Source: an optimization exercise on an open RTL-to-GDS flow (aim: small area and a short achievable clock period). Production flows keep margins and buffers that such runs may drop. The RTL was checked by simulation tests, not by an equivalence proof against the original design.

==> flow/design.v (outline; a module is shown in full before it is edited, if it fits) <==
// module div: 66 lines
// module register: 9 lines
// module regfile: 29 lines
// module shifter: 25 lines
// module alu: 27 lines
// module addsub: 13 lines
// module logic_op: 10 lines
// module muldiv: 14 lines
// module mul: 1744 lines
// module timer: 112 lines
// module edge_detector: 16 lines
// module const_div: 20 lines
// module memory: 39 lines
// module gpio: 39 lines
// module mips: 65 lines
module mips (
	input clk,
	input rst_n,
	output [3:0] LEDR,
	output [31:0] imem_addr,
	input [31:0] imem_rdata,
	output dmem_we,
	output [6:0] dmem_addr,
	output [31:0] dmem_wdata,
	input [31:0] dmem_rdata,
	input [31:0] ioport_in,
	output [31:0] ioport_out,
	output [31:0] ioport_oe
);
  // ...
==> flow/run.sh <==
#!/bin/bash
# synth_recipe.tcl (not shown) runs the flow's synth.tcl, then flattens the netlist and writes it again
# the make line also repeats each setting of config.mk as NAME=value (left out here)
make -C /OpenROAD-flow-scripts/flow DESIGN_CONFIG=/design/flow/config.mk WORK_HOME=/design/flow/orfs CLKGATE_MAP_FILE= SYNTH_SCRIPT=/design/flow/synth_recipe.tcl finish
==> flow/config.mk <==
export PLATFORM = sky130hd
export DESIGN_NAME = mips
export DESIGN_NICKNAME = mips
export VERILOG_FILES = /design/flow/design.v
export SDC_FILE = /design/flow/constraint.sdc
export NUM_CORES = 4
export LEC_CHECK = 0
export CAP_MARGIN = 20
export CORE_MARGIN = 2
export CORE_UTILIZATION = 20
export PLACE_DENSITY = 0.3
export SLEW_MARGIN = 20
==> flow/constraint.sdc <==
create_clock -name core_clock -period 150.0 [get_ports {clk}]
set_input_delay 30.0000 -clock core_clock [delete_from_list [all_inputs] [get_ports {clk}]]
set_output_delay 30.0000 -clock core_clock [all_outputs]
set_load 0.01 [all_outputs]
==> run_results.csv, run 1 <==
group,metric,value,unit
synthesis,synth_compound_area_share,19.5,%
min_path,min_to,"ram.gpio1.pin[31]$_DFF_PN0_",
worst_setup_path,path_buf_inv,58,
layout,top_register,"register_file.r.q",
synthesis,yosysUniqueCellTypes,163,
worst_setup_path,rrSetupSlack,56.31,ns
worst_setup_path,critical_path_arrival,124.48,ns
grt,grt_max_degree,140,
worst_setup_path,max_stage_delay,1.07,ns
timing,finalSetupViolations,0,
die,dieWidth,930,um
die,n_tap_cell,11500,
grt,gr-max-usage-layer,"met2",
worst_setup_path,cp.required,150.62,ns
grt,grt_pass1_wl,1440000,um
routing,dr_wl_met2,498000,um
synthesis,yosys_register_bits,1444,
timing,relSlewSlack,9.66,%
synthesis,async_flop_share,31.0,%
synthesis,synth_top_area_share,18.6,%
clocking,clk_latency,0.97,ns
timing,tightest_slew,1.32,ns
synthesis,yosysTopAreaCell,"fa_1",
outcome,status,"no timing/DRC/antenna violations",
timing,fmax,8.07,MHz
==> module div, before the edit <==
module div (input logic [31:0] a, b, output logic [31:0] q, r);
	wire sa = a[31];
	wire sb = b[31];
	wire bz = ~|b;
	wire [31:0] n = sa ? -a : a;
	wire [31:0] d = sb ? -b : b;
	wire s4 = ~|d[31:16];
	wire [31:0] d4 = s4 ? {d[15:0], 16'b0} : d;
	wire [63:0] n4 = s4 ? {16'b0, n, 16'b0} : {32'b0, n};
	wire s3 = ~|d4[31:24];
	wire [31:0] d3 = s3 ? {d4[23:0], 8'b0} : d4;
	wire [63:0] n3 = s3 ? {n4[55:0], 8'b0} : n4;
	wire s2 = ~|d3[31:28];
	wire [31:0] d2 = s2 ? {d3[27:0], 4'b0} : d3;
	wire [63:0] n2 = s2 ? {n3[59:0], 4'b0} : n3;
	wire s1 = ~|d2[31:30];
	wire [31:0] d1 = s1 ? {d2[29:0], 2'b0} : d2;
	wire [63:0] n1 = s1 ? {n2[61:0], 2'b0} : n2;
	wire s0 = ~d1[31];
	wire [31:0] dn = s0 ? {d1[30:0], 1'b0} : d1;
	wire [63:0] nn = s0 ? {n1[62:0], 1'b0} : n1;
	wire [4:0] s = {s4, s3, s2, s1, s0};
	logic [33:0] S [0:32];
	logic [33:0] C [0:32];
	logic [32:0] pos, ng;               
	logic [31:0] qp, qn;
	assign S[0] = {2'b00, nn[63:32]};
	assign C[0] = 34'b0;
	wire [3:0] est0 = {2'b00, nn[63:62]};
	assign pos[0] = ~est0[3];
	assign ng[0] = est0[3] & ~&est0[2:0];
	wire [4:0] zp = {2'b11, ~dn[31:29]};    
	wire [4:0] zn = {2'b00, dn[31:29]};     
	genvar j;
	generate
		for (j = 0; j < 32; j = j + 1) begin : step
			wire [33:0] x = {S[j][32:0], nn[31-j]};
			wire [33:0] y = {C[j][32:0], pos[j]};
			wire [33:0] z = pos[j] ? {2'b11, ~dn} : ng[j] ? {2'b00, dn} : 34'b0;
			assign S[j+1] = x ^ y ^ z;
			wire [33:0] cy = (x & y) | (x & z) | (y & z);
			assign C[j+1] = {cy[32:0], 1'b0};
			assign qp[31-j] = pos[j];
			assign qn[31-j] = ng[j];
			wire [4:0] xt = S[j][32:28];
			wire [4:0] yt = C[j][32:28];
			wire [3:0] e_p = (xt[4:1] ^ yt[4:1] ^ zp[4:1]) +
			                 {(xt[3:0] & yt[3:0]) | (xt[3:0] & zp[3:0]) | (yt[3:0] & zp[3:0])};
			wire [3:0] e_n = (xt[4:1] ^ yt[4:1] ^ zn[4:1]) +
			                 {(xt[3:0] & yt[3:0]) | (xt[3:0] & zn[3:0]) | (yt[3:0] & zn[3:0])};
			wire [3:0] e_z = (xt[4:1] ^ yt[4:1]) + (xt[3:0] & yt[3:0]);
			wire p_p = ~e_p[3], n_p = e_p[3] & ~&e_p[2:0];
			wire p_n = ~e_n[3], n_n = e_n[3] & ~&e_n[2:0];
			wire p_z = ~e_z[3], n_z = e_z[3] & ~&e_z[2:0];
			assign pos[j+1] = pos[j] ? p_p : ng[j] ? p_n : p_z;
			assign ng[j+1]  = pos[j] ? n_p : ng[j] ? n_n : n_z;
		end
	endgenerate
	wire [33:0] p = S[32] + C[32];
	wire neg = p[33];
	wire [31:0] rn = neg ? p[31:0] + dn : p[31:0];
	wire [31:0] uq = qp - qn - {31'b0, neg};
	wire [31:0] ur = rn >> s;
	assign q = bz ? 32'hffffffff : (sa ^ sb) ? -uq : uq;
	assign r = bz ? a : sa ? -ur : ur;
endmodule
==> module timer, before the edit <==
module timer #(parameter WIDTH=32) (
	input clk,     
	input 	rst_n,   
			tcnt_we, ocra_we, ocrb_we, ocrc_we, tccr_we, ext_clk,
	input 	[WIDTH-1:0] data_in,
	output 	inta, intb, intc, into, pwma, pwmb, pwmc,
	output [WIDTH-1:0] o_tcnt, o_ocra, o_ocrb, o_ocrc, o_tccr,
	output [4:0] extclk_select
);
reg [WIDTH-1:0] TCNT, OCRA, OCRB, OCRC, TCCR;
wire ctl_clear, ctl_count, ctl_direction, compa, compb, compc, presc_clken, edge_clken;
reg [WIDTH-1:0] TOP;
wire [1:0] TOPVAL;
wire DIR, PEA, PEB, PEC, INTAE, INTBE, INTCE, INTOE, CLKSRC;
wire [4:0] PRESCALE;
wire PCI, PBI, PAI, CNTEN;
const_div prescaler(clk, rst_n, (1<<PRESCALE), presc_clken);
edge_detector det  (clk, rst_n, ext_clk, edge_clken);
assign ctl_count = (CLKSRC)? edge_clken : presc_clken;
assign ctl_direction = !DIR;
assign {extclk_select, PRESCALE, CLKSRC, INTOE, INTCE, INTBE, INTAE, PCI, PEC, PBI, PEB, PAI, PEA, DIR, TOPVAL, CNTEN} = TCCR; 
assign inta = compa & INTAE;
assign intb = compb & INTBE;
assign intc = compc & INTCE;
assign into = ctl_clear & INTOE;
assign pwma = ((OCRA > TCNT)^PAI) & PEA;
assign pwmb = ((OCRB > TCNT)^PBI) & PEB;
assign pwmc = ((OCRC > TCNT)^PCI) & PEC;
assign compa = (OCRA == TCNT);
assign compb = (OCRB == TCNT);
assign compc = (OCRC == TCNT);
assign o_tcnt = TCNT;
assign o_ocra = OCRA;
assign o_ocrb = OCRB;
assign o_ocrc = OCRC;
assign o_tccr = TCCR;
always_comb begin
	casez(TOPVAL)
		2'h0: TOP = 32'hffffffff;
		2'h1: TOP = OCRA;
		2'h2: TOP = OCRB;
		2'h3: TOP = OCRC;
	endcase
end
assign ctl_clear = (!CNTEN) | (ctl_direction? (TCNT==TOP) : (TCNT==0));
always_ff @(posedge clk or negedge rst_n) begin
	if(~rst_n) begin
		TCNT <= 0;
	end else begin
		if (tcnt_we) begin
			TCNT <= data_in;
		end else begin
			if (ctl_clear) begin
				if (ctl_direction) begin
					TCNT <= 0;
				end else begin
					TCNT <= TOP;
				end
			end else begin
				if (ctl_count) begin
					if (ctl_direction) begin
						TCNT <= TCNT+1;
					end else begin 
						TCNT <= TCNT-1;
					end
				end
			end
		end
	end
end
always_ff @(posedge clk or negedge rst_n) begin
	if(~rst_n) begin
		OCRA <= 0;
	end else begin
		if (ocra_we) begin
			OCRA <= data_in;
		end
	end
end
always_ff @(posedge clk or negedge rst_n) begin
	if(~rst_n) begin
		OCRB <= 0;
	end else begin
		if (ocrb_we) begin
			OCRB <= data_in;
		end
	end
end
always_ff @(posedge clk or negedge rst_n) begin
	if(~rst_n) begin
		OCRC <= 0;
	end else begin
		if (ocrc_we) begin
			OCRC <= data_in;
		end
	end
end
always_ff @(posedge clk or negedge rst_n) begin
	if(~rst_n) begin
		TCCR <= 0;
	end else begin
		if (tccr_we) begin
			TCCR <= data_in;
		end else begin 
			if(into) TCCR[31]<=1;
			if(intc) TCCR[30]<=1;
			if(intb) TCCR[29]<=1;
			if(inta) TCCR[28]<=1;
		end
	end
end
endmodule
==> module edge_detector, before the edit <==
module edge_detector (
	input clk,     
	input rst_n,   
	input data,
	output wire edg
);
reg detector;
always_ff @(posedge clk or negedge rst_n) begin
	if(~rst_n) begin
		detector <= 0;
	end else begin
		detector <= data;
	end
end
assign edg = !detector & data;
endmodule
==> module const_div, before the edit <==
module const_div(i_clk, i_rst_n, i_div_by, o_event);
	input i_clk;
	input i_rst_n;
	output o_event;
	input wire [31:0] i_div_by;
	reg [32-1:0] cnt;
	wire [32-1:0] cnt_max = i_div_by-1;
	wire sync_rst_cnt = (cnt_max == cnt);
	assign o_event = sync_rst_cnt;
	always @(posedge i_clk, negedge i_rst_n) begin
		if(~i_rst_n) begin
			cnt <= 0;
		end else begin
			if (sync_rst_cnt)
				cnt <= 0;
			else
				cnt <= cnt + 1'b1;
			end
	end
endmodule
==> inputs of run 2 (changes only) <==
--- a/flow/design.v
+++ b/flow/design.v
@@ -18,7 +18,7 @@
 	wire [31:0] d1 = s1 ? {d2[29:0], 2'b0} : d2;
 	wire [63:0] n1 = s1 ? {n2[61:0], 2'b0} : n2;
 	wire s0 = ~d1[31];
-	wire [31:0] dn = s0 ? {d1[30:0], 1'b0} : d1;
+	wire [31:0] dn = {1'b1, s0 ? d1[29:0] : d1[30:1], s0 ? 1'b0 : d1[0]};
 	wire [63:0] nn = s0 ? {n1[62:0], 1'b0} : n1;
 	wire [4:0] s = {s4, s3, s2, s1, s0};
 	logic [33:0] S [0:32];
@@ -27,44 +27,63 @@
 	logic [31:0] qp, qn;
 	assign S[0] = {2'b00, nn[63:32]};
 	assign C[0] = 34'b0;
-	wire [3:0] est0 = {2'b00, nn[63:62]};
-	assign pos[0] = ~est0[3];
-	assign ng[0] = est0[3] & ~&est0[2:0];
-	wire [4:0] zp = {2'b11, ~dn[31:29]};    
-	wire [4:0] zn = {2'b00, dn[31:29]};     
+	assign pos[0] = 1'b1;               
+	assign ng[0] = 1'b0;
+	wire [4:0] zp = {2'b11, 1'b0, ~dn[30:29]};    
+	wire [4:0] zn = {2'b00, 1'b1, dn[30:29]};     
 	genvar j;
 	generate
 		for (j = 0; j < 32; j = j + 1) begin : step
+			wire [3:0] est = S[j][33:30] + C[j][33:30];
+			wire pos_s = ~est[3];
+			wire ng_s = est[3] & ~&est[2:0];
 			wire [33:0] x = {S[j][32:0], nn[31-j]};
-			wire [33:0] y = {C[j][32:0], pos[j]};
-			wire [33:0] z = pos[j] ? {2'b11, ~dn} : ng[j] ? {2'b00, dn} : 34'b0;
+			wire [33:0] y = {C[j][32:0], pos_s};
+			wire [33:0] zf = pos[j] ? {2'b11, ~dn} : ng[j] ? {2'b00, dn} : 34'b0;
+			wire [33:0] zs = pos_s ? {2'b11, ~dn} : ng_s ? {2'b00, dn} : 34'b0;
+			wire [33:0] z = {zf[33:27], zs[26:0]};
 			assign S[j+1] = x ^ y ^ z;
 			wire [33:0] cy = (x & y) | (x & z) | (y & z);
 			assign C[j+1] = {cy[32:0], 1'b0};
-			assign qp[31-j] = pos[j];
-			assign qn[31-j] = ng[j];
+			assign qp[31-j] = (j == 31) ? pos[j] : pos_s;
+			assign qn[31-j] = (j == 31) ? ng[j] : ng_s;
 			wire [4:0] xt = S[j][32:28];
 			wire [4:0] yt = C[j][32:28];
-			wire [3:0] e_p = (xt[4:1] ^ yt[4:1] ^ zp[4:1]) +
-			                 {(xt[3:0] & yt[3:0]) | (xt[3:0] & zp[3:0]) | (yt[3:0] & zp[3:0])};
-			wire [3:0] e_n = (xt[4:1] ^ yt[4:1] ^ zn[4:1]) +
-			                 {(xt[3:0] & yt[3:0]) | (xt[3:0] & zn[3:0]) | (yt[3:0] & zn[3:0])};
-			wire [3:0] e_z = (xt[4:1] ^ yt[4:1]) + (xt[3:0] & yt[3:0]);
-			wire p_p = ~e_p[3], n_p = e_p[3] & ~&e_p[2:0];
-			wire p_n = ~e_n[3], n_n = e_n[3] & ~&e_n[2:0];
-			wire p_z = ~e_z[3], n_z = e_z[3] & ~&e_z[2:0];
+			wire p_p, n_p, p_n, n_n, p_z, n_z;
+			srt_sel sel_p(xt, yt, zp, p_p, n_p);
+			srt_sel sel_n(xt, yt, zn, p_n, n_n);
+			srt_sel sel_z(xt, yt, 5'b0, p_z, n_z);
 			assign pos[j+1] = pos[j] ? p_p : ng[j] ? p_n : p_z;
 			assign ng[j+1]  = pos[j] ? n_p : ng[j] ? n_n : n_z;
 		end
 	endgenerate
-	wire [33:0] p = S[32] + C[32];
-	wire neg = p[33];
-	wire [31:0] rn = neg ? p[31:0] + dn : p[31:0];
-	wire [31:0] uq = qp - qn - {31'b0, neg};
+	wire [33:0] p0 = S[32] + C[32];
+	wire neg = p0[33];
+	wire [31:0] p1 = S[32][31:0] + C[32][31:0] + dn;
+	wire [31:0] rn = neg ? p1 : p0[31:0];
 	wire [31:0] ur = rn >> s;
-	assign q = bz ? 32'hffffffff : (sa ^ sb) ? -uq : uq;
+	wire qs = sa ^ sb;
+	wire [31:0] qx = qs ? qn : qp;
+	wire [31:0] qy = qs ? qp : qn;
+	wire [31:0] sq = qx - qy + (neg ? (qs ? 32'd1 : 32'hffffffff) : 32'd0);
+	assign q = bz ? 32'hffffffff : sq;
 	assign r = bz ? a : sa ? -ur : ur;
 endmodule
+module srt_sel (input logic [4:0] x, y, z, output logic p, n);
+	wire [3:0] s = x[4:1] ^ y[4:1] ^ z[4:1];
+	wire [3:0] c = (x[3:0] & y[3:0]) | (x[3:0] & z[3:0]) | (y[3:0] & z[3:0]);
+	wire [3:0] g = s & c;
+	wire [3:0] t = s ^ c;
+	wire c1 = g[0];
+	wire c2 = g[1] | (t[1] & g[0]);
+	wire c3 = g[2] | (t[2] & g[1]) | (t[2] & t[1] & g[0]);
+	wire e3 = t[3] ^ c3;
+	wire e2 = t[2] ^ c2;
+	wire e1 = t[1] ^ c1;
+	wire e0 = t[0];
+	assign p = ~e3;
+	assign n = e3 & ~(e2 & e1 & e0);
+endmodule
 `timescale 1ns/1ps
 module register #(parameter WIDTH = 32) (clk, we, d, q, arst);
 	input clk, we, arst;
@@ -1952,22 +1971,23 @@
 reg [WIDTH-1:0] TCNT, OCRA, OCRB, OCRC, TCCR;
 wire ctl_clear, ctl_count, ctl_direction, compa, compb, compc, presc_clken, edge_clken;
 reg [WIDTH-1:0] TOP;
+reg at_top;
 wire [1:0] TOPVAL;
 wire DIR, PEA, PEB, PEC, INTAE, INTBE, INTCE, INTOE, CLKSRC;
 wire [4:0] PRESCALE;
 wire PCI, PBI, PAI, CNTEN;
-const_div prescaler(clk, rst_n, (1<<PRESCALE), presc_clken);
-edge_detector det  (clk, rst_n, ext_clk, edge_clken);
-assign ctl_count = (CLKSRC)? edge_clken : presc_clken;
+const_div prescaler(clk, rst_n, PRESCALE, presc_clken);
+edge_detector det(clk, rst_n, ext_clk, edge_clken);
+assign ctl_count = CLKSRC ? edge_clken : presc_clken;
 assign ctl_direction = !DIR;
-assign {extclk_select, PRESCALE, CLKSRC, INTOE, INTCE, INTBE, INTAE, PCI, PEC, PBI, PEB, PAI, PEA, DIR, TOPVAL, CNTEN} = TCCR; 
+assign {extclk_select, PRESCALE, CLKSRC, INTOE, INTCE, INTBE, INTAE, PCI, PEC, PBI, PEB, PAI, PEA, DIR, TOPVAL, CNTEN} = TCCR[24:0];
 assign inta = compa & INTAE;
 assign intb = compb & INTBE;
 assign intc = compc & INTCE;
 assign into = ctl_clear & INTOE;
-assign pwma = ((OCRA > TCNT)^PAI) & PEA;
-assign pwmb = ((OCRB > TCNT)^PBI) & PEB;
-assign pwmc = ((OCRC > TCNT)^PCI) & PEC;
+assign pwma = ((OCRA > TCNT) ^ PAI) & PEA;
+assign pwmb = ((OCRB > TCNT) ^ PBI) & PEB;
+assign pwmc = ((OCRC > TCNT) ^ PCI) & PEC;
 assign compa = (OCRA == TCNT);
 assign compb = (OCRB == TCNT);
 assign compc = (OCRC == TCNT);
@@ -1977,78 +1997,40 @@
 assign o_ocrc = OCRC;
 assign o_tccr = TCCR;
 always_comb begin
-	casez(TOPVAL)
-		2'h0: TOP = 32'hffffffff;
-		2'h1: TOP = OCRA;
-		2'h2: TOP = OCRB;
-		2'h3: TOP = OCRC;
+	case (TOPVAL)
+		2'h0: begin TOP = 32'hffffffff; at_top = &TCNT; end
+		2'h1: begin TOP = OCRA; at_top = compa; end
+		2'h2: begin TOP = OCRB; at_top = compb; end
+		default: begin TOP = OCRC; at_top = compc; end
 	endcase
 end
-assign ctl_clear = (!CNTEN) | (ctl_direction? (TCNT==TOP) : (TCNT==0));
+assign ctl_clear = !CNTEN | (ctl_direction ? at_top : ~|TCNT);
 always_ff @(posedge clk or negedge rst_n) begin
-	if(~rst_n) begin
-		TCNT <= 0;
-	end else begin
-		if (tcnt_we) begin
-			TCNT <= data_in;
-		end else begin
-			if (ctl_clear) begin
-				if (ctl_direction) begin
-					TCNT <= 0;
-				end else begin
-					TCNT <= TOP;
-				end
-			end else begin
-				if (ctl_count) begin
-					if (ctl_direction) begin
-						TCNT <= TCNT+1;
-					end else begin 
-						TCNT <= TCNT-1;
-					end
-				end
-			end
-		end
-	end
+	if (~rst_n) TCNT <= 0;
+	else if (tcnt_we) TCNT <= data_in;
+	else if (ctl_clear) TCNT <= ctl_direction ? 32'h0 : TOP;
+	else if (ctl_count) TCNT <= TCNT + {{31{DIR}}, 1'b1};
 end
 always_ff @(posedge clk or negedge rst_n) begin
-	if(~rst_n) begin
-		OCRA <= 0;
-	end else begin
-		if (ocra_we) begin
-			OCRA <= data_in;
-		end
-	end
+	if (~rst_n) OCRA <= 0;
+	else if (ocra_we) OCRA <= data_in;
 end
 always_ff @(posedge clk or negedge rst_n) begin
-	if(~rst_n) begin
-		OCRB <= 0;
-	end else begin
-		if (ocrb_we) begin
-			OCRB <= data_in;
-		end
-	end
+	if (~rst_n) OCRB <= 0;
+	else if (ocrb_we) OCRB <= data_in;
 end
 always_ff @(posedge clk or negedge rst_n) begin
-	if(~rst_n) begin
-		OCRC <= 0;
-	end else begin
-		if (ocrc_we) begin
-			OCRC <= data_in;
-		end
-	end
+	if (~rst_n) OCRC <= 0;
+	else if (ocrc_we) OCRC <= data_in;
 end
 always_ff @(posedge clk or negedge rst_n) begin
-	if(~rst_n) begin
-		TCCR <= 0;
-	end else begin
-		if (tccr_we) begin
-			TCCR <= data_in;
-		end else begin 
-			if(into) TCCR[31]<=1;
-			if(intc) TCCR[30]<=1;
-			if(intb) TCCR[29]<=1;
-			if(inta) TCCR[28]<=1;
-		end
+	if (~rst_n) TCCR <= 0;
+	else if (tccr_we) TCCR <= data_in;
+	else begin
+		if (into) TCCR[31] <= 1;
+		if (intc) TCCR[30] <= 1;
+		if (intb) TCCR[29] <= 1;
+		if (inta) TCCR[28] <= 1;
 	end
 end
 endmodule
@@ -2060,32 +2042,24 @@
 );
 reg detector;
 always_ff @(posedge clk or negedge rst_n) begin
-	if(~rst_n) begin
-		detector <= 0;
-	end else begin
-		detector <= data;
-	end
+	if (~rst_n) detector <= 0;
+	else detector <= data;
 end
 assign edg = !detector & data;
 endmodule
-module const_div(i_clk, i_rst_n, i_div_by, o_event);
+module const_div(i_clk, i_rst_n, i_prescale, o_event);
 	input i_clk;
 	input i_rst_n;
+	input [4:0] i_prescale;
 	output o_event;
-	input wire [31:0] i_div_by;
-	reg [32-1:0] cnt;
-	wire [32-1:0] cnt_max = i_div_by-1;
+	reg [31:0] cnt;
+	wire [31:0] cnt_max = ~(32'hffffffff << i_prescale);
 	wire sync_rst_cnt = (cnt_max == cnt);
 	assign o_event = sync_rst_cnt;
 	always @(posedge i_clk, negedge i_rst_n) begin
-		if(~i_rst_n) begin
-			cnt <= 0;
-		end else begin
-			if (sync_rst_cnt)
-				cnt <= 0;
-			else
-				cnt <= cnt + 1'b1;
-			end
+		if (~i_rst_n) cnt <= 0;
+		else if (sync_rst_cnt) cnt <= 0;
+		else cnt <= cnt + 1'b1;
 	end
 endmodule
 `timescale 1ns/1ps
--- a/flow/config.mk
+++ b/flow/config.mk
@@ -7,6 +7,6 @@
 export LEC_CHECK = 0
 export CAP_MARGIN = 20
 export CORE_MARGIN = 2
-export CORE_UTILIZATION = 20
-export PLACE_DENSITY = 0.3
+export CORE_UTILIZATION = 50
+export PLACE_DENSITY = 0.62
 export SLEW_MARGIN = 20
==> run_results.csv, run 2 <==
group,metric,value,unit
outcome,status,"no timing/DRC/antenna violations",
routing,highest_layer,"met5",
routing,wl_per_cell,35.3,um
routing,drcViolationCount,0,
worst_setup_path,crit_type,"input pin to flop",
synthesis,yosysTopAreaCell,"fa_1",
clocking,clk_latency,0.97,ns
clocking,cts.repair.resized,0,
synthesis,yosys_register_bits,1444,
min_path,min_to,"ram.gpio1.pin[5]$_DFF_PN0_",
routing,wl_met1,286000,um
worst_setup_path,rr_worst_depth,340,
place,place_hpwl,549000,um
clocking,htreeDepth,4,
synthesis,synth.avg_cell_area,9.71,um2
routing,drt_iter0_drc,23600,
worst_setup_path,timing.rr.start,"register_file.valid[15]$_DFFE_PN0P_",
timing,finalCriticalPeriod,114.17,ns
layout,largest_reg_flops,992,
grt,antenna_found_initial,65,
synthesis,netlist_area,0.170,mm2
routing,ant_nets,0,
place,portBuffers,237,
synthesis,yosys.cell_count.top_type,"fa_1",
timing,tightest_slew,1.37,ns
routing,dr_wl_met2,314000,um
layout,layout_common_cells,"1710 x fa_1, 1661 x inv_1, 1380 x nand2_1",
clocking,cts.sinks,1444,
clocking,max-clock-path-buffers,4,
grt,grt_use_total,44.0,%
routing,met3_wirelength,113000,um
die,dieArea,0.344,mm2
worst_setup_path,cpMaxStageDelayCell,"o32ai_2",
worst_setup_path,rrSetupSlack,66.18,ns
synthesis,async_flop_share,31.0,%
place,pre_cts_ws,36.29,ns
timing,hold_violations,0,
timing,period_share,76.1,%
synthesis,synth_edf_count,992,
die,die_h,587,um
timing,fmax,8.76,MHz
place,dp.cells,21500,
layout,layout_commonest_cell,"fa_1",
synthesis,yosysSeqAreaShare,24.2,%
worst_setup_path,cp.required,150.61,ns
layout,nets,20000,
synthesis,yosysUniqueCellTypes,141,
die,ios,238,
routing,first_pass_iters,15,
grt,grt_pass1_vias,146000,
timing,rsz0062_at_grt,"no",
timing,finClkSkew,0.144,ns
synthesis,synth_area_leaders,"fa_1 20%, edfxtp_1 18%, ha_1 7.6%",
die,placementRows,213,
clocking,path_clk_slew,0.06,ns
die,initial_core_util,50.3,%
worst_setup_path,r2r-end,"register_file.r[17].q[31]$_DFFE_PP_",
timing,relSlewSlack,6.59,%
min_path,holdCritPathClass,"flop to flop",
worst_setup_path,worst_path_most_repeated_cell,"a21oi_1",
timing,finalSetupViolations,0,
job,max_cap_violations,0,
layout,area_delta_synth_final,8.99,%
clocking,cts_tree,"yes",
layout,stdcell_count,21900,
min_path,min_path_cells,0,
synthesis,synth_top_area_share,20.2,%
worst_setup_path,start_kind,"input pin",
routing,via_per_inst,6.84,
die,dieWidth,587,um
clocking,root_buffer,"clkbuf_16",
place,place_congestion,1.08,
timing,drv_slew,0,
grt,grt_max_degree,154,
worst_setup_path,cp_max_fo,58,
clocking,cts_inserted_buffers,164,
synthesis,synth.top_cells.by_count,"1711 x fa_1, 1666 x inv_1, 1395 x nand2_1",
layout,drive_gt1_share,9.73,%
routing,wl,772000,um
synthesis,synth_cells,17500,
layout,top_register,"register_file.r.q",
synthesis,ys_warn_count,14,
clocking,post-cts-setup-buffer-count,0,
die,coreArea,0.337,mm2
synthesis,yosys_most_used_dff,"edfxtp_1",
grt,grt_pass1_wl,1100000,um
layout,fill_cells,30400,
grt,grt-ovfl-total,0,
timing,worst_slack,35.83,ns
worst_setup_path,critical_path_arrival,114.78,ns
routing,vias,150000,
min_path,worstHoldStart,"ram.gpio1.ibuffer[5]$_DFF_PN0_",
clocking,cts_hold_buf,0,
timing,setup_tns,0,ns
worst_setup_path,max_stage_delay,0.76,ns
worst_setup_path,end_kind,"flop",
run 2: cell count changes in the layout (fill, tap and decap cells not counted), sizes merged, moves of 100 or more:
cell | previous run | this run
mux2i | 615 | 862
nand2 | 1296 | 1396
fa | 1591 | 1711
mux2 | 86 | 221
nor2 | 1324 | 931
xnor2 | 793 | 897
o21ai | 1075 | 659
xor2 | 484 | 335
a21o | 274 | 174
buf | 752 | 573
a21oi | 1317 | 991
nor3 | 260 | 143
inv | 1504 | 1703
and3 | 177 | 67
run 2: logic make-up after synthesis:
family / after synthesis / synth area share (%)
compound gates: 4360 / 17.7
simple gates: 3537 / 9.39
buf+inv: 2992 / 6.72
fa+ha+maj: 2745 / 27.8
flops: 1444 / 24.2
xor+xnor: 1232 / 6.36
mux: 1177 / 7.80
other cells: 1 / 0.00221
run 2: per-stage QoR:
stage	hold WS (ns)	instance area, um2	utilization (%)
final	0.345	185000	54.9
after global routing	0.349	185000	54.9
after CTS	0.346	185000	54.8
after detailed placement	0.335	179000	53.2
after global placement	0.333	179000	53.2
after floorplan	0.331	170000	-
run 2: worst max-delay path by stage:
stage | startpoint | slack, ns | depth (start not counted) | end
4_1_cts | imem_rdata[20] | 36.77 | 345 | register_file.r[29].q[31]$_DFFE_PP_
6_report | imem_rdata[20] | 35.83 | 345 | register_file.r[23].q[31]$_DFFE_PP_
3_3_place_gp | imem_rdata[20] | 36.29 | 345 | register_file.r[26].q[31]$_DFFE_PP_
2_1_floorplan | imem_rdata[16] | 46.95 | 335 | register_file.r[10].q[31]$_DFFE_PP_
3_5_place_dp | imem_rdata[20] | 36.29 | 345 | register_file.r[26].q[31]$_DFFE_PP_
5_1_grt | imem_rdata[20] | 30.40 | 353 | register_file.r[29].q[31]$_DFFE_PP_
run 2: routing by layer:
metal  GRT usage, %  vias up
li1               -    61100
met1           57.1    74100
met2           62.2    11400
met3           17.2     2900
met4           25.0       35
met5           1.05        -
run 2: layout make-up:
type | instances | area [um2] | area share (%)
Clock inverter | 88 | 1020 | 0.549
Multi-Input combinational cell | 13100 | 120000 | 64.6
Clock buffer | 203 | 4380 | 2.37
Timing Repair Buffer | 809 | 6780 | 3.67
Antenna cell | 44 | 110 | 0.0595
Sequential cell | 1444 | 41100 | 22.2
Tap cell | 4515 | 5650 | 3.05
Inverter | 1704 | 6420 | 3.47
run 2: critical path, delay by kind of cell:
family / cells / cell delay [ns]
AO/OA/AOI/OAI: 145 / 28.92
adder cells (fa/ha/maj): 56 / 23.66
AND/OR/NAND/NOR: 59 / 14.79
buffers and inverters: 50 / 10.50
multiplexers: 15 / 3.46
XOR/XNOR: 20 / 3.23
==> inputs of run 3 (changes only) <==
--- a/flow/design.v
+++ b/flow/design.v
@@ -57,17 +57,22 @@
 			assign ng[j+1]  = pos[j] ? n_p : ng[j] ? n_n : n_z;
 		end
 	endgenerate
-	wire [33:0] p0 = S[32] + C[32];
-	wire neg = p0[33];
-	wire [31:0] p1 = S[32][31:0] + C[32][31:0] + dn;
-	wire [31:0] rn = neg ? p1 : p0[31:0];
-	wire [31:0] ur = rn >> s;
+	wire [33:0] sf = S[32];
+	wire [33:0] cf = C[32];
+	wire [33:0] a0 = sf + cf;                           
+	wire neg = a0[33];
+	wire [33:0] a1 = sf + cf + {2'b00, dn};             
+	wire [33:0] na0 = ~sf + ~cf + 34'd2;                
+	wire [33:0] na1 = ~sf + ~cf + {2'b11, ~dn} + 34'd3;  
+	wire [33:0] rs = sa ? (neg ? na1 : na0) : (neg ? a1 : a0);
+	wire [33:0] rsh = $signed(rs) >>> s;
 	wire qs = sa ^ sb;
 	wire [31:0] qx = qs ? qn : qp;
 	wire [31:0] qy = qs ? qp : qn;
-	wire [31:0] sq = qx - qy + (neg ? (qs ? 32'd1 : 32'hffffffff) : 32'd0);
-	assign q = bz ? 32'hffffffff : sq;
-	assign r = bz ? a : sa ? -ur : ur;
+	wire [31:0] h0 = qx + ~qy + 32'd1;
+	wire [31:0] h1 = qx + ~qy + {30'b0, qs, 1'b0};
+	assign q = bz ? 32'hffffffff : neg ? h1 : h0;
+	assign r = bz ? a : rsh[31:0];
 endmodule
 module srt_sel (input logic [4:0] x, y, z, output logic p, n);
 	wire [3:0] s = x[4:1] ^ y[4:1] ^ z[4:1];
--- a/flow/config.mk
+++ b/flow/config.mk
@@ -7,6 +7,6 @@
 export LEC_CHECK = 0
 export CAP_MARGIN = 20
 export CORE_MARGIN = 2
-export CORE_UTILIZATION = 50
-export PLACE_DENSITY = 0.62
+export CORE_UTILIZATION = 40
+export PLACE_DENSITY = 0.5
 export SLEW_MARGIN = 20
==> run_results.csv, run 3 <==
group,metric,value,unit
grt,antenna_found_initial,78,
synthesis,synth.top_cells.by_count,"1653 x fa_1, 1624 x inv_1, 1129 x ha_1",
timing,finClkSkew,0.118,ns
layout,layout_common_cells,"1652 x fa_1, 1620 x inv_1, 1123 x ha_1",
grt,grt_pass1_vias,149000,
worst_setup_path,max_stage_delay,0.90,ns
clocking,cts_tree,"yes",
die,dieArea,0.438,mm2
timing,hold_violations,0,
outcome,status,"no timing/DRC/antenna violations",
layout,largest_reg_flops,992,
timing,finalCriticalPeriod,115.95,ns
die,ios,238,
place,portBuffers,237,
die,placementRows,241,
synthesis,ys_warn_count,14,
synthesis,synth_top_area_share,19.1,%
clocking,cts.repair.resized,0,
die,initial_core_util,40.2,%
synthesis,yosys_register_bits,1444,
routing,via_per_inst,6.51,
worst_setup_path,end_kind,"flop",
synthesis,yosys_most_used_dff,"edfxtp_1",
routing,vias,153000,
layout,fin_util,44.0,%
timing,setup_tns,0,ns
clocking,clk_latency,0.91,ns
routing,first_pass_iters,14,
layout,top_register,"register_file.r.q",
die,dieWidth,662,um
min_path,holdCritPathClass,"flop to flop",
clocking,cts_hold_buf,0,
routing,ant_nets,0,
grt,grt_pass1_wl,1180000,um
timing,fmax,8.62,MHz
routing,drcViolationCount,0,
synthesis,yosysUniqueCellTypes,136,
layout,fin_area,0.190,mm2
worst_setup_path,crit_type,"input pin to flop",
clocking,max-clock-path-buffers,4,
place,place_hpwl,618000,um
routing,wl_per_cell,36.3,um
worst_setup_path,cp_max_fo,50,
place,pre_cts_ws,35.02,ns
synthesis,yosysTopAreaCell,"fa_1",
worst_setup_path,critical_path_arrival,116.52,ns
timing,rsz0062_at_grt,"no",
timing,tightest_slew,1.42,ns
clocking,cts_inserted_buffers,152,
timing,period_share,77.3,%
clocking,root_buffer,"clkbuf_16",
layout,drive_gt1_share,10.0,%
worst_setup_path,cpMaxStageDelayCell,"clkdlybuf4s50_1",
synthesis,yosys.cell_count.top_type,"fa_1",
layout,nets,20500,
routing,wl,849000,um
worst_setup_path,start_kind,"input pin",
place,place_area,0.185,mm2
worst_setup_path,path_buf_inv,38,
worst_setup_path,crit_family,"compound AO/OA/AOI/OAI gates",
worst_setup_path,worst_path_most_repeated_cell,"a21oi_1",
clocking,cts.sinks,1444,
worst_setup_path,rrSetupSlack,64.52,ns
grt,grt_max_degree,105,
place,place_congestion,1.02,
clocking,path_clk_slew,0.07,ns
die,die_h,662,um
timing,drv_slew,0,
timing,finalSetupViolations,0,
job,max_cap_violations,0,
layout,layout_commonest_cell,"fa_1",
grt,grt_use_total,37.9,%
synthesis,synth_edf_count,992,
layout,area_delta_synth_final,9.41,%
synthesis,netlist_area,0.173,mm2
grt,grt-ovfl-total,0,
synthesis,synth_area_leaders,"fa_1 19%, edfxtp_1 17%, ha_1 8.2%",
worst_setup_path,cp.required,150.57,ns
timing,relSlewSlack,5.06,%
timing,worst_slack,34.05,ns
synthesis,synth_cells,17900,
routing,drt_iter0_drc,22300,
synthesis,yosysSeqAreaShare,23.7,%
die,coreArea,0.431,mm2
synthesis,synth.avg_cell_area,9.68,um2
clocking,post-cts-setup-buffer-count,0,
synthesis,async_flop_share,31.0,%
clocking,htreeDepth,4,
run 3: changes by cell type after synthesis, moves of 51 or more:
cell     delta
fa_1       -58
nand2_1   -347
xnor2_1    +51
ha_1       +95
nor2_1    +151
mux2_2    +119
a21oi_1   +100
run 3: area by class of cell:
type                       instances  area, um2
fill                           41900     242000
inverter                        1662       6250
clock inverter                    85        837
multi-input combinational      13500     123000
tap                             5710       7140
clock buffer                     176       4040
sequential                      1444      41100
antenna                           33       82.6
timing repair buffer             806       6690
run 3: path summary, 6_finish.rpt:
path	end	start	cells past startpoint
worst max-delay path	register_file.r[8].q[18]$_DFFE_PP_	imem_rdata[19]	309
worst min register to register	ram.gpio1.pin[14]$_DFF_PN0_	ram.gpio1.ibuffer[14]$_DFF_PN0_	0
max in group asynchronous	ram.gpio1.pin[30]$_DFF_PN0_	rst_n	4
worst max register to register	register_file.r[8].q[18]$_DFFE_PP_	register_file.valid[7]$_DFFE_PN0P_	304
worst min-delay path	ram.gpio1.pin[14]$_DFF_PN0_	ram.gpio1.ibuffer[14]$_DFF_PN0_	0
min in group asynchronous	ram.gpio1.ddr[30]$_DFFE_PN0P_	rst_n	1
run 3: logic make-up (layout without fill, tap and decap cells):
logic type	count (synthesis)	in the layout	synth area share, %
buffers and inverters	2956	2729	6.45
muxes	1289	1289	8.45
DFF	1444	1444	23.7
AOI/OAI and AO/OA	4625	4625	18.1
adders and majority gates	2782	2782	27.2
xor gates and xnor gates	1296	1296	6.55
and+or+nand+nor	3513	3513	9.44
other	1	36	0.00216
run 3: stage by stage:
stage / cells / hold slack (ns)
global route: 23400 / 0.338
floorplan: 17900 / 0.331
detailed placement: 23100 / 0.335
global placement: 23100 / 0.332
CTS: 23400 / 0.329
finish: 23400 / 0.325
run 3: layer usage:
| layer | vias up | GRT usage (%) | routed length (um) |
|---|---|---|---|
| li1 | 63100 | - | - |
| met1 | 77100 | 50.7 | 340000 |
| met2 | 9968 | 55.2 | 353000 |
| met3 | 2261 | 11.4 | 101000 |
| met4 | 52 | 19.6 | 54400 |
| met5 | - | 0.0439 | 617 |
==> module regfile, before the edit <==
module regfile (
	input  wire clk,
	input  wire we,
	input  wire arstn,
	input  wire [4:0] ra, rb, waddr,
	input  wire [31:0] wdata,
	output wire [31:0] rd1, rd2, r31);
	reg [31:1] valid;
	wire [31:0] regs [0:31];
	assign regs[0] = 32'h0;
	always_ff @(posedge clk or negedge arstn) begin
		if (!arstn) valid <= '0;
		else if (we && waddr != 5'd0) valid[waddr] <= 1'b1;
	end
	genvar k;
	generate
		for (k = 1; k < 32; k = k + 1) begin : r
			reg [31:0] q;
			always_ff @(posedge clk) begin
				if (we && waddr == k) q <= wdata;
			end
			assign regs[k] = q;
		end
	endgenerate
	wire [31:0] v = {valid, 1'b0};
	assign rd1 = regs[ra] & {32{v[ra]}};
	assign rd2 = regs[rb] & {32{v[rb]}};
	assign r31 = regs[31] & {32{valid[31]}};
endmodule
==> inputs of run 4 (changes only) <==
--- a/flow/design.v
+++ b/flow/design.v
@@ -5,22 +5,35 @@
 	wire bz = ~|b;
 	wire [31:0] n = sa ? -a : a;
 	wire [31:0] d = sb ? -b : b;
-	wire s4 = ~|d[31:16];
-	wire [31:0] d4 = s4 ? {d[15:0], 16'b0} : d;
-	wire [63:0] n4 = s4 ? {16'b0, n, 16'b0} : {32'b0, n};
-	wire s3 = ~|d4[31:24];
-	wire [31:0] d3 = s3 ? {d4[23:0], 8'b0} : d4;
-	wire [63:0] n3 = s3 ? {n4[55:0], 8'b0} : n4;
-	wire s2 = ~|d3[31:28];
-	wire [31:0] d2 = s2 ? {d3[27:0], 4'b0} : d3;
-	wire [63:0] n2 = s2 ? {n3[59:0], 4'b0} : n3;
-	wire s1 = ~|d2[31:30];
-	wire [31:0] d1 = s1 ? {d2[29:0], 2'b0} : d2;
-	wire [63:0] n1 = s1 ? {n2[61:0], 2'b0} : n2;
-	wire s0 = ~d1[31];
-	wire [31:0] dn = {1'b1, s0 ? d1[29:0] : d1[30:1], s0 ? 1'b0 : d1[0]};
-	wire [63:0] nn = s0 ? {n1[62:0], 1'b0} : n1;
-	wire [4:0] s = {s4, s3, s2, s1, s0};
+	wire [7:0] nz;                        
+	wire [15:0] nlz;                      
+	genvar g;
+	generate
+		for (g = 0; g < 8; g = g + 1) begin : nib
+			wire [3:0] v = d[4*g+3:4*g];
+			assign nz[g] = |v;
+			assign nlz[2*g+1:2*g] = v[3] ? 2'd0 : v[2] ? 2'd1 : v[1] ? 2'd2 : 2'd3;
+		end
+	endgenerate
+	reg [2:0] nsel;                       
+	always_comb begin
+		casez (nz)
+			8'b1???????: nsel = 3'd0;
+			8'b01??????: nsel = 3'd1;
+			8'b001?????: nsel = 3'd2;
+			8'b0001????: nsel = 3'd3;
+			8'b00001???: nsel = 3'd4;
+			8'b000001??: nsel = 3'd5;
+			8'b0000001?: nsel = 3'd6;
+			default:     nsel = 3'd7;
+		endcase
+	end
+	wire [2:0] nidx = 3'd7 - nsel;
+	wire [1:0] lzn = nlz[2*nidx +: 2];
+	wire [4:0] s = {nsel, lzn};
+	wire [31:0] dsh = d << s;
+	wire [31:0] dn = {1'b1, dsh[30:0]};
+	wire [63:0] nn = {32'b0, n} << s;
 	logic [33:0] S [0:32];
 	logic [33:0] C [0:32];
 	logic [32:0] pos, ng;               
@@ -125,8 +138,20 @@
 		end
 	endgenerate
 	wire [31:0] v = {valid, 1'b0};
-	assign rd1 = regs[ra] & {32{v[ra]}};
-	assign rd2 = regs[rb] & {32{v[rb]}};
+	wire [31:0] sa = (32'h1 << ra) & v;
+	wire [31:0] sb = (32'h1 << rb) & v;
+	reg [31:0] o1, o2;
+	integer i;
+	always_comb begin
+		o1 = 32'h0;
+		o2 = 32'h0;
+		for (i = 1; i < 32; i = i + 1) begin
+			o1 = o1 | (regs[i] & {32{sa[i]}});
+			o2 = o2 | (regs[i] & {32{sb[i]}});
+		end
+	end
+	assign rd1 = o1;
+	assign rd2 = o2;
 	assign r31 = regs[31] & {32{valid[31]}};
 endmodule
 `timescale 1ns/1ps
==> run_results.csv, run 4 <==
group,metric,value,unit
grt,grt_pass1_wl,1180000,um
synthesis,synth_cells,17700,
worst_setup_path,worst_path_most_repeated_cell,"a21oi_1",
routing,wl_per_cell,36.7,um
timing,rsz0062_at_grt,"no",
die,placementRows,239,
synthesis,yosysUniqueCellTypes,124,
die,initial_core_util,40.2,%
synthesis,synth_area_leaders,"fa_1 19%, edfxtp_1 17%, ha_1 8.3%",
worst_setup_path,critical_path_arrival,113.09,ns
routing,vias,151000,
layout,nets,20200,
timing,finalCriticalPeriod,112.59,ns
routing,dr_wl_met2,364000,um
synthesis,synth_top_area_share,19.0,%
routing,highest_layer,"met5",
layout,area_delta_synth_final,9.12,%
min_path,holdCritPathClass,"flop to flop",
routing,wl_met1,324000,um
synthesis,yosysTopAreaCell,"fa_1",
layout,drive_gt1_share,9.15,%
clocking,cts.sinks,1444,
synthesis,netlist_area,0.171,mm2
worst_setup_path,max_stage_delay,1.00,ns
grt,grt-ovfl-total,0,
layout,fin_util,43.9,%
timing,drv_slew,0,
layout,layout_common_cells,"1621 x fa_1, 1559 x inv_1, 1124 x ha_1",
die,dieArea,0.432,mm2
job,max_cap_violations,0,
layout,top_register,"register_file.r.q",
clocking,cts.repair.resized,0,
worst_setup_path,start_kind,"input pin",
clocking,max-clock-path-buffers,4,
worst_setup_path,cp.required,150.50,ns
grt,grt_use_total,38.4,%
routing,wl,852000,um
place,place_congestion,1.05,
clocking,path_clk_slew,0.07,ns
routing,via_per_inst,6.52,
timing,setup_tns,0,ns
clocking,clk_latency,0.86,ns
worst_setup_path,end_kind,"flop",
synthesis,synth.top_cells.by_count,"1621 x fa_1, 1563 x inv_1, 1164 x clkbuf_1",
clocking,post-cts-setup-buffer-count,0,
clocking,cts_tree,"yes",
layout,fill_cells,41100,
die,dieWidth,657,um
routing,first_pass_iters,11,
layout,largest_reg_flops,992,
clocking,htreeDepth,4,
timing,finClkSkew,0.101,ns
synthesis,synth.avg_cell_area,9.63,um2
die,coreArea,0.424,mm2
synthesis,yosys_register_bits,1444,
worst_setup_path,crit_type,"input pin to flop",
grt,grt_max_degree,169,
die,die_h,657,um
layout,multiInputGateArea,0.120,mm2
timing,hold_violations,0,
place,place_hpwl,619000,um
synthesis,synth_edf_count,992,
clocking,cts_hold_buf,0,
synthesis,yosysSeqAreaShare,24.1,%
timing,relSlewSlack,13.1,%
routing,ant_nets,0,
clocking,cts_inserted_buffers,148,
routing,drt_iter0_drc,22900,
worst_setup_path,cp_max_fo,58,
worst_setup_path,cpMaxStageDelayCell,"a221oi_1",
synthesis,ys_warn_count,14,
grt,grt_pass1_vias,148000,
timing,finalSetupViolations,0,
routing,drcViolationCount,0,
outcome,status,"no timing/DRC/antenna violations",
routing,met3_wirelength,92900,um
synthesis,yosys.cell_count.top_type,"fa_1",
die,ios,238,
timing,fmax,8.88,MHz
clocking,root_buffer,"clkbuf_16",
timing,period_share,75.1,%
layout,layout_commonest_cell,"fa_1",
layout,register_area,0.0411,mm2
synthesis,yosys_most_used_dff,"edfxtp_1",
place,portBuffers,237,
timing,tightest_slew,1.30,ns
grt,antenna_found_initial,53,
synthesis,async_flop_share,31.0,%
run 4: through the flow:
stage                     setup WS [ns]  std cells  area, um2  hold WS, ns
after floorplan                   53.58      17700     171000        0.331
after CTS                         38.82      23200     186000        0.332
after global routing              32.74      23200     186000        0.346
after detailed placement          38.23      22900     182000        0.335
final                             37.41      23200     186000        0.333
after global placement            38.40      22900     181000        0.332
run 4: critical path, delay by kind of cell:
kind / cells / cell delay [ns]
AO/OA/AOI/OAI: 133 / 32.52
multiplexers: 10 / 2.79
adder cells (fa/ha/maj): 50 / 21.33
XOR/XNOR: 18 / 4.60
AND/OR/NAND/NOR: 42 / 11.29
buffers and inverters: 42 / 10.18
run 4: final timing paths:
kind | start | end | slack, ns | depth (start not counted)
max in group asynchronous | rst_n | register_file.valid[11]$_DFFE_PN0P_ | 118.56 | 3
min reg2reg | ram.gpio1.ibuffer[20]$_DFF_PN0_ | ram.gpio1.pin[20]$_DFF_PN0_ | 0.33 | 0
min in group asynchronous | rst_n | ram.timer1.OCRA[20]$_DFFE_PN0P_ | 29.31 | 1
min | ram.gpio1.ibuffer[20]$_DFF_PN0_ | ram.gpio1.pin[20]$_DFF_PN0_ | 0.33 | 0
max | imem_rdata[17] | register_file.r[29].q[4]$_DFFE_PP_ | 37.41 | 295
max reg2reg | register_file.valid[5]$_DFFE_PN0P_ | register_file.r[29].q[4]$_DFFE_PP_ | 67.28 | 293
run 4: cell families (layout without fill, tap and decap cells):
kind of cell	count (synthesis)	in the layout	share of synthesized area [%]
XOR/XNOR	1315	1315	6.74
flip-flops	1444	1444	24.1
AO/OA/AOI/OAI	4687	4687	18.7
adder cells (fa/ha/maj)	2749	2749	27.3
AND/OR/NAND/NOR	3407	3407	9.30
other	1	34	0.00220
multiplexers	1175	1175	7.42
buffers and inverters	2956	2712	6.53
run 4: final cells by class:
| class | count | area share (%) |
|---|---|---|
| clock inverter | 75 | 0.356 |
| inverter | 1602 | 3.23 |
| multi-input combinational | 13300 | 64.6 |
| timing repair buffer | 855 | 3.81 |
| clock buffer | 180 | 2.11 |
| tap | 5663 | 3.80 |
| sequential | 1444 | 22.0 |
| antenna | 31 | 0.0416 |
run 4: per-layer routing:
layer,track usage (%),vias up
met2,57.9,10000
li1,-,62500
met5,0.222,-
met4,25.1,54
met3,10.3,2819
met1,48.5,75900
==> inputs of run 5 (changes only) <==
--- a/flow/config.mk
+++ b/flow/config.mk
@@ -7,6 +7,6 @@
 export LEC_CHECK = 0
 export CAP_MARGIN = 20
 export CORE_MARGIN = 2
-export CORE_UTILIZATION = 40
-export PLACE_DENSITY = 0.5
+export CORE_UTILIZATION = 50
+export PLACE_DENSITY = 0.62
 export SLEW_MARGIN = 20
==> run_results.csv, run 5 <==
group,metric,value,unit
grt,grt_max_degree,162,
worst_setup_path,cp.required,150.42,ns
min_path,worstHoldStart,"ram.gpio1.ibuffer[28]$_DFF_PN0_",
synthesis,synth_cells,17700,
routing,drcViolationCount,0,
die,die_h,588,um
worst_setup_path,crit_type,"input pin to flop",
synthesis,synth_xor_xnor_area_share,6.74,%
min_path,holdCritPathClass,"flop to flop",
synthesis,yosys_most_used_dff,"edfxtp_1",
worst_setup_path,timing.rr.start,"register_file.valid[31]$_DFFE_PN0P_",
synthesis,yosysTopAreaCell,"fa_1",
timing,fmax,8.90,MHz
synthesis,synth.top_cells.by_count,"1621 x fa_1, 1563 x inv_1, 1164 x clkbuf_1",
clocking,max-clock-path-buffers,3,
timing,rsz0062_at_grt,"no",
place,place_congestion,1.08,
worst_setup_path,max_stage_delay,0.92,ns
layout,largest_reg_flops,992,
timing,period_share,74.9,%
worst_setup_path,rrSetupSlack,67.47,ns
job,max_cap_violations,0,
worst_setup_path,r2r-end,"register_file.r[4].q[16]$_DFFE_PP_",
clocking,post-cts-setup-buffer-count,0,
synthesis,yosys.cell_count.top_type,"fa_1",
worst_setup_path,start_kind,"input pin",
clocking,cts_inserted_buffers,121,
routing,ant_nets,0,
grt,grt_pass1_wl,1100000,um
timing,finalCriticalPeriod,112.30,ns
timing,tightest_slew,1.43,ns
layout,layout_common_cells,"1621 x fa_1, 1559 x inv_1, 1119 x ha_1",
synthesis,yosysUniqueCellTypes,124,
synthesis,synth.avg_cell_area,9.63,um2
synthesis,synth_compound_area_share,18.7,%
worst_setup_path,end_kind,"flop",
worst_setup_path,worst_path_most_repeated_cell,"a21oi_1",
grt,grt_use_total,44.0,%
worst_setup_path,rr_worst_depth,301,
routing,vias,153000,
synthesis,yosysSeqAreaShare,24.1,%
clocking,cts_tree,"yes",
synthesis,synthSimpleGateAreaFrac,9.30,%
layout,drive_gt1_share,8.68,%
clocking,clk_latency,0.82,ns
worst_setup_path,path_buf_inv,42,
worst_setup_path,cp_max_fo,50,
layout,fin_area,0.184,mm2
timing,setup_tns,0,ns
layout,top_register,"register_file.r.q",
grt,antenna_found_initial,49,
timing,hold_violations,0,
timing,finalSetupViolations,0,
die,dieWidth,588,um
place,place_area,0.179,mm2
die,initial_core_util,50.3,%
die,dieArea,0.346,mm2
routing,wl_per_cell,35.5,um
outcome,status,"no timing/DRC/antenna violations",
timing,finClkSkew,0.132,ns
synthesis,yosys_register_bits,1444,
die,ios,238,
layout,layout_commonest_cell,"fa_1",
place,portBuffers,237,
synthesis,synth.mux.area_fraction,7.42,%
synthesis,synth_top_family_by_area,"adder cells",
routing,drt_iter0_drc,25700,
worst_setup_path,cpMaxStageDelayCell,"fa_1",
die,coreArea,0.340,mm2
min_path,min_path_cells,0,
clocking,cts.sinks,1444,
synthesis,ys_warn_count,14,
clocking,root_buffer,"clkbuf_16",
clocking,cts_hold_buf,0,
worst_setup_path,crit_family,"compound AO/OA/AOI/OAI gates",
grt,grt-ovfl-total,0,
routing,via_per_inst,6.99,
layout,nets,20100,
die,placementRows,214,
routing,first_pass_iters,17,
synthesis,async_flop_share,31.0,%
timing,relSlewSlack,4.90,%
clocking,path_clk_slew,0.07,ns
place,place_hpwl,552000,um
layout,area_delta_synth_final,7.80,%
timing,drv_slew,0,
min_path,min_to,"ram.gpio1.pin[28]$_DFF_PN0_",
synthesis,synth_area_leaders,"fa_1 19%, edfxtp_1 17%, ha_1 8.3%",
routing,wl,780000,um
synthesis,yosys.area_share.adder,27.3,%
synthesis,synth_edf_count,992,
grt,grt_pass1_vias,149000,
worst_setup_path,critical_path_arrival,112.71,ns
clocking,htreeDepth,3,
clocking,cts.repair.resized,0,
synthesis,synth_top_area_share,19.0,%
synthesis,netlist_area,0.171,mm2
-- run 5: cell counts after synthesis --
No cell type changed its count.
-- run 5: worst max path at each step --
| stage | start | endpoint | slack (ns) | cells after the start |
|---|---|---|---|---|
| after global placement | imem_rdata[17] | register_file.r[10].q[18]$_DFFE_PP_ | 38.87 | 299 |
| after CTS | imem_rdata[17] | register_file.r[20].q[18]$_DFFE_PP_ | 39.25 | 301 |
| after global routing | imem_rdata[17] | register_file.r[5].q[16]$_DFFE_PP_ | 32.89 | 305 |
| final | imem_rdata[17] | register_file.r[4].q[16]$_DFFE_PP_ | 37.70 | 302 |
| after floorplan | imem_rdata[16] | register_file.r[10].q[10]$_DFFE_PP_ | 53.58 | 308 |
| after detailed placement | imem_rdata[17] | register_file.r[10].q[18]$_DFFE_PP_ | 38.73 | 304 |
-- run 5: metrics by stage --
stage / hold WS (ns) / setup slack (ns) / util (%) / cells
after floorplan: 0.331 / 53.58 / - / 17700
after global placement: 0.335 / 38.87 / 52.8 / 21700
after detailed placement: 0.335 / 38.73 / 52.8 / 21700
after CTS: 0.350 / 39.25 / 54.1 / 21900
after global routing: 0.358 / 32.89 / 54.2 / 21900
final: 0.352 / 37.70 / 54.2 / 22000
-- run 5: final cells by class --
type | count | area [um2]
Fill cell | 30600 | 156000
Multi-Input combinational cell | 13300 | 120000
Sequential cell | 1444 | 41100
Timing Repair Buffer | 779 | 6500
Inverter | 1602 | 6020
Tap cell | 4536 | 5680
Clock buffer | 153 | 3310
Clock inverter | 76 | 1130
Antenna cell | 44 | 110
-- run 5: cell families (layout without fill, tap and decap cells) --
| kind of cell | Yosys count | after routing |
|---|---|---|
| XOR/XNOR | 1315 | 1315 |
| AND/OR/NAND/NOR | 3407 | 3407 |
| AO/OA/AOI/OAI | 4687 | 4687 |
| buffers and inverters | 2956 | 2610 |
| flip-flops | 1444 | 1444 |
| multiplexers | 1175 | 1175 |
| other | 1 | 47 |
| adder cells (fa/ha/maj) | 2749 | 2749 |
-- run 5: worst reg2reg max path: cells and delay by family, from the launching register on --
kind                       cells  cell delay, ns
and+or+nand+nor               50           13.26
adders and majority gates     51           22.13
muxes                         15            3.57
AOI/OAI and AO/OA            125           30.68
DFF                            1            0.39
xor gates and xnor gates      18            4.15
buffers and inverters         42            7.96
-- run 5: metal layers --
layer	vias to the layer above	track usage, %	share of wire, %
li1	62300	-	-
met5	-	1.45	0.12
met2	12200	63.7	41
met3	3374	16.5	14
met1	75600	55.1	36
met4	52	27.9	8.3
==> inputs of run 6 (changes only) <==
--- a/flow/design.v
+++ b/flow/design.v
@@ -5,12 +5,13 @@
 	wire bz = ~|b;
 	wire [31:0] n = sa ? -a : a;
 	wire [31:0] d = sb ? -b : b;
+	wire [31:0] d1 = b ^ {32{sb}};
 	wire [7:0] nz;                        
 	wire [15:0] nlz;                      
 	genvar g;
 	generate
 		for (g = 0; g < 8; g = g + 1) begin : nib
-			wire [3:0] v = d[4*g+3:4*g];
+			wire [3:0] v = d1[4*g+3:4*g];
 			assign nz[g] = |v;
 			assign nlz[2*g+1:2*g] = v[3] ? 2'd0 : v[2] ? 2'd1 : v[1] ? 2'd2 : 2'd3;
 		end
@@ -30,10 +31,13 @@
 	end
 	wire [2:0] nidx = 3'd7 - nsel;
 	wire [1:0] lzn = nlz[2*nidx +: 2];
-	wire [4:0] s = {nsel, lzn};
-	wire [31:0] dsh = d << s;
-	wire [31:0] dn = {1'b1, dsh[30:0]};
-	wire [63:0] nn = {32'b0, n} << s;
+	wire [4:0] s1 = {nsel, lzn};          
+	wire pow = sb & (d1 == (32'hffffffff >> s1)) & (|d1);
+	wire [4:0] s = s1 - {4'b0, pow};
+	wire [31:0] dsh = d << s1;            
+	wire [31:0] dn = pow ? 32'h80000000 : {1'b1, dsh[30:0]};
+	wire [63:0] nn1 = {32'b0, n} << s1;
+	wire [63:0] nn = pow ? {1'b0, nn1[63:1]} : nn1;
 	logic [33:0] S [0:32];
 	logic [33:0] C [0:32];
 	logic [32:0] pos, ng;               
==> run_results.csv, run 6 <==
group,metric,value,unit
min_path,worstHoldStart,"ram.gpio1.ibuffer[10]$_DFF_PN0_",
worst_setup_path,start_kind,"input pin",
clocking,htreeDepth,4,
grt,grt_max_degree,76,
clocking,clk_latency,0.89,ns
worst_setup_path,max_stage_delay,1.10,ns
clocking,root_buffer,"clkbuf_16",
timing,setup_tns,0,ns
die,ios,238,
synthesis,netlist_area,0.173,mm2
place,portBuffers,237,
clocking,path_clk_slew,0.06,ns
min_path,min_to,"ram.gpio1.pin[10]$_DFF_PN0_",
layout,area_delta_synth_final,8.17,%
synthesis,yosysSeqAreaShare,23.7,%
worst_setup_path,critical_path_arrival,109.41,ns
timing,tightest_slew,1.32,ns
timing,fmax,9.18,MHz
clocking,cts.repair.resized,0,
timing,finalCriticalPeriod,108.96,ns
worst_setup_path,cp.required,150.46,ns
timing,hold_violations,0,
clocking,post-cts-setup-buffer-count,0,
worst_setup_path,cpMaxStageDelayCell,"or4_2",
timing,hold_slack,0.335,ns
routing,wl,826000,um
worst_setup_path,path_buf_inv,50,
grt,grt_pass1_vias,151000,
place,place_congestion,1.09,
synthesis,ys_warn_count,14,
die,dieArea,0.351,mm2
worst_setup_path,r2r-end,"register_file.r[10].q[14]$_DFFE_PP_",
grt,antenna_found_initial,80,
routing,wl_per_cell,36.9,um
outcome,status,"no timing/DRC/antenna violations",
grt,grt-ovfl-total,0,
grt,grt_pass1_wl,1160000,um
layout,nets,20500,
worst_setup_path,cp_max_fo,53,
synthesis,yosysUniqueCellTypes,142,
clocking,cts_tree,"yes",
die,dieWidth,593,um
layout,top_register,"register_file.r.q",
clocking,cts_inserted_buffers,145,
clocking,max-clock-path-buffers,3,
clocking,cts.sinks,1444,
timing,rsz0062_at_grt,"no",
layout,largest_reg_flops,992,
die,initial_core_util,50.1,%
die,coreArea,0.345,mm2
synthesis,yosysTopAreaCell,"fa_1",
layout,drive_gt1_share,9.14,%
synthesis,synth.avg_cell_area,9.59,um2
worst_setup_path,timing.rr.start,"register_file.valid[31]$_DFFE_PN0P_",
timing,drv_slew,0,
clocking,cts_hold_buf,0,
synthesis,async_flop_share,31.0,%
routing,via_per_inst,6.97,
routing,ant_nets,0,
timing,relSlewSlack,11.9,%
worst_setup_path,rr_worst_depth,280,
worst_setup_path,end_kind,"flop",
die,die_h,593,um
routing,drcViolationCount,0,
min_path,holdCritPathClass,"flop to flop",
synthesis,yosys.cell_count.top_type,"fa_1",
min_path,min_path_cells,0,
synthesis,synth_top_area_share,19.1,%
die,placementRows,216,
synthesis,synth_edf_count,992,
routing,vias,156000,
timing,finalSetupViolations,0,
worst_setup_path,crit_type,"input pin to flop",
synthesis,synth_cells,18100,
job,max_cap_violations,0,
layout,layout_common_cells,"1651 x fa_1, 1571 x inv_1, 1126 x ha_1",
worst_setup_path,rrSetupSlack,70.75,ns
place,place_hpwl,587000,um
timing,finClkSkew,0.0867,ns
synthesis,yosys_register_bits,1444,
routing,drt_iter0_drc,26200,
synthesis,synth_area_leaders,"fa_1 19%, edfxtp_1 17%, ha_1 8.2%",
routing,first_pass_iters,17,
worst_setup_path,worst_path_most_repeated_cell,"inv_1",
grt,grt_use_total,46.4,%
worst_setup_path,crit_family,"compound AO/OA/AOI/OAI gates",
synthesis,yosys_most_used_dff,"edfxtp_1",
synthesis,synth.top_cells.by_count,"1653 x fa_1, 1576 x inv_1, 1145 x clkbuf_1",
layout,layout_commonest_cell,"fa_1",
timing,period_share,72.6,%
-- run 6: changes by cell type after synthesis, sizes merged, moves of 33 or more --
cell   before   now
mux2i     898   865
o21ai     750   796
a31oi     185   147
a221o      26    82
buf       190   237
nor2      928  1025
xor2      543   608
nand2    1032  1116
xnor2     772   701
-- run 6: logic make-up (layout without fill, tap and decap cells) --
group / count (synthesis) / count (layout) / share of synthesized area, %
compound gates: 4747 / 4747 / 18.8
xor+xnor: 1311 / 1311 / 6.65
fa+ha+maj: 2787 / 2787 / 27.3
buf+inv: 3006 / 2704 / 6.59
flops: 1444 / 1444 / 23.7
mux: 1152 / 1152 / 7.36
other cells: 1 / 58 / 0.00217
simple gates: 3608 / 3608 / 9.63
-- run 6: worst max path at each step --
stage / slack [ns] / cells past startpoint / end / start
final: 41.04 / 281 / register_file.r[10].q[14]$_DFFE_PP_ / imem_rdata[17]
after global placement: 42.00 / 294 / register_file.r[13].q[14]$_DFFE_PP_ / imem_rdata[20]
after detailed placement: 41.59 / 295 / register_file.r[10].q[14]$_DFFE_PP_ / imem_rdata[17]
after floorplan: 51.86 / 290 / register_file.r[10].q[23]$_DFFE_PP_ / imem_rdata[19]
after CTS: 42.15 / 295 / register_file.r[10].q[14]$_DFFE_PP_ / imem_rdata[17]
after global routing: 36.52 / 294 / register_file.r[10].q[14]$_DFFE_PP_ / imem_rdata[17]
-- run 6: final cells by class --
type / instances / area (um2)
fillers: 31300 / 158000
clock buffers: 175 / 3820
clock inverters: 90 / 1270
well taps: 4578 / 5730
diodes: 55 / 138
flip-flops and latches: 1444 / 41100
multi-input cells: 13600 / 122000
inverters: 1624 / 6110
repair buffers: 815 / 6800
-- run 6: metrics by stage --
| step | std cells | worst slack, ns | area, um2 | util [%] |
|---|---|---|---|---|
| floorplan | 18100 | 51.86 | 173000 | - |
| global placement | 22100 | 42.00 | 182000 | 52.6 |
| detailed placement | 22100 | 41.59 | 182000 | 52.7 |
| CTS | 22300 | 42.15 | 187000 | 54.1 |
| global route | 22400 | 36.52 | 187000 | 54.2 |
| finish | 22400 | 41.04 | 187000 | 54.2 |
-- run 6: layer usage --
metal  wire length (um)  global-route usage, %
met2             342000                   66.7
met3             110000                   17.3
met1             283000                   54.4
met4              90200                   40.0
met5                983                   1.58

## afterwards: timing with drivers on the ports
No port has a modelled driver above. Below, the same layouts with a new extraction and two added sets of constraints. Step 1: set_driving_cell puts a clkbuf_16 on clk and a buf_2 on each other input, an assumption about the parent block. Step 2 times the ports against the registers' clock, not the clock port: input delays grow and output delays shrink by t, the midpoint of the rising clock arrivals with the driver on. a / b / c = ideal / step 1 / step 2; a / b = the first two.
| run | t (ns) | setup slack, ns | hold slack, ns | worst slew at a driven data input, ns |
|---|---|---|---|---|
| run 1 | 1.052 | 26.141 / 26.251 / 25.199 | 0.347 / 0.347 / 0.347 | 0.18 |
| run 2 | 1.020 | 35.834 / 35.769 / 34.749 | 0.345 / 0.345 / 0.345 | 0.33 |
| run 3 | 0.936 | 34.050 / 34.013 / 33.077 | 0.325 / 0.325 / 0.325 | 0.26 |
| run 4 | 0.905 | 37.408 / 37.478 / 36.573 | 0.333 / 0.333 / 0.333 | 0.07 |
| run 5 | 0.839 | 37.702 / 37.754 / 36.915 | 0.352 / 0.352 / 0.352 | 0.19 |
| run 6 | 0.922 | 41.043 / 41.100 / 40.178 | 0.335 / 0.335 / 0.335 | 0.36 |
After both steps every run listed still meets setup and hold. For run 2, which loses most, drivers alone change the setup slack by -0.065 ns; drivers and shift together by -1.085 ns.
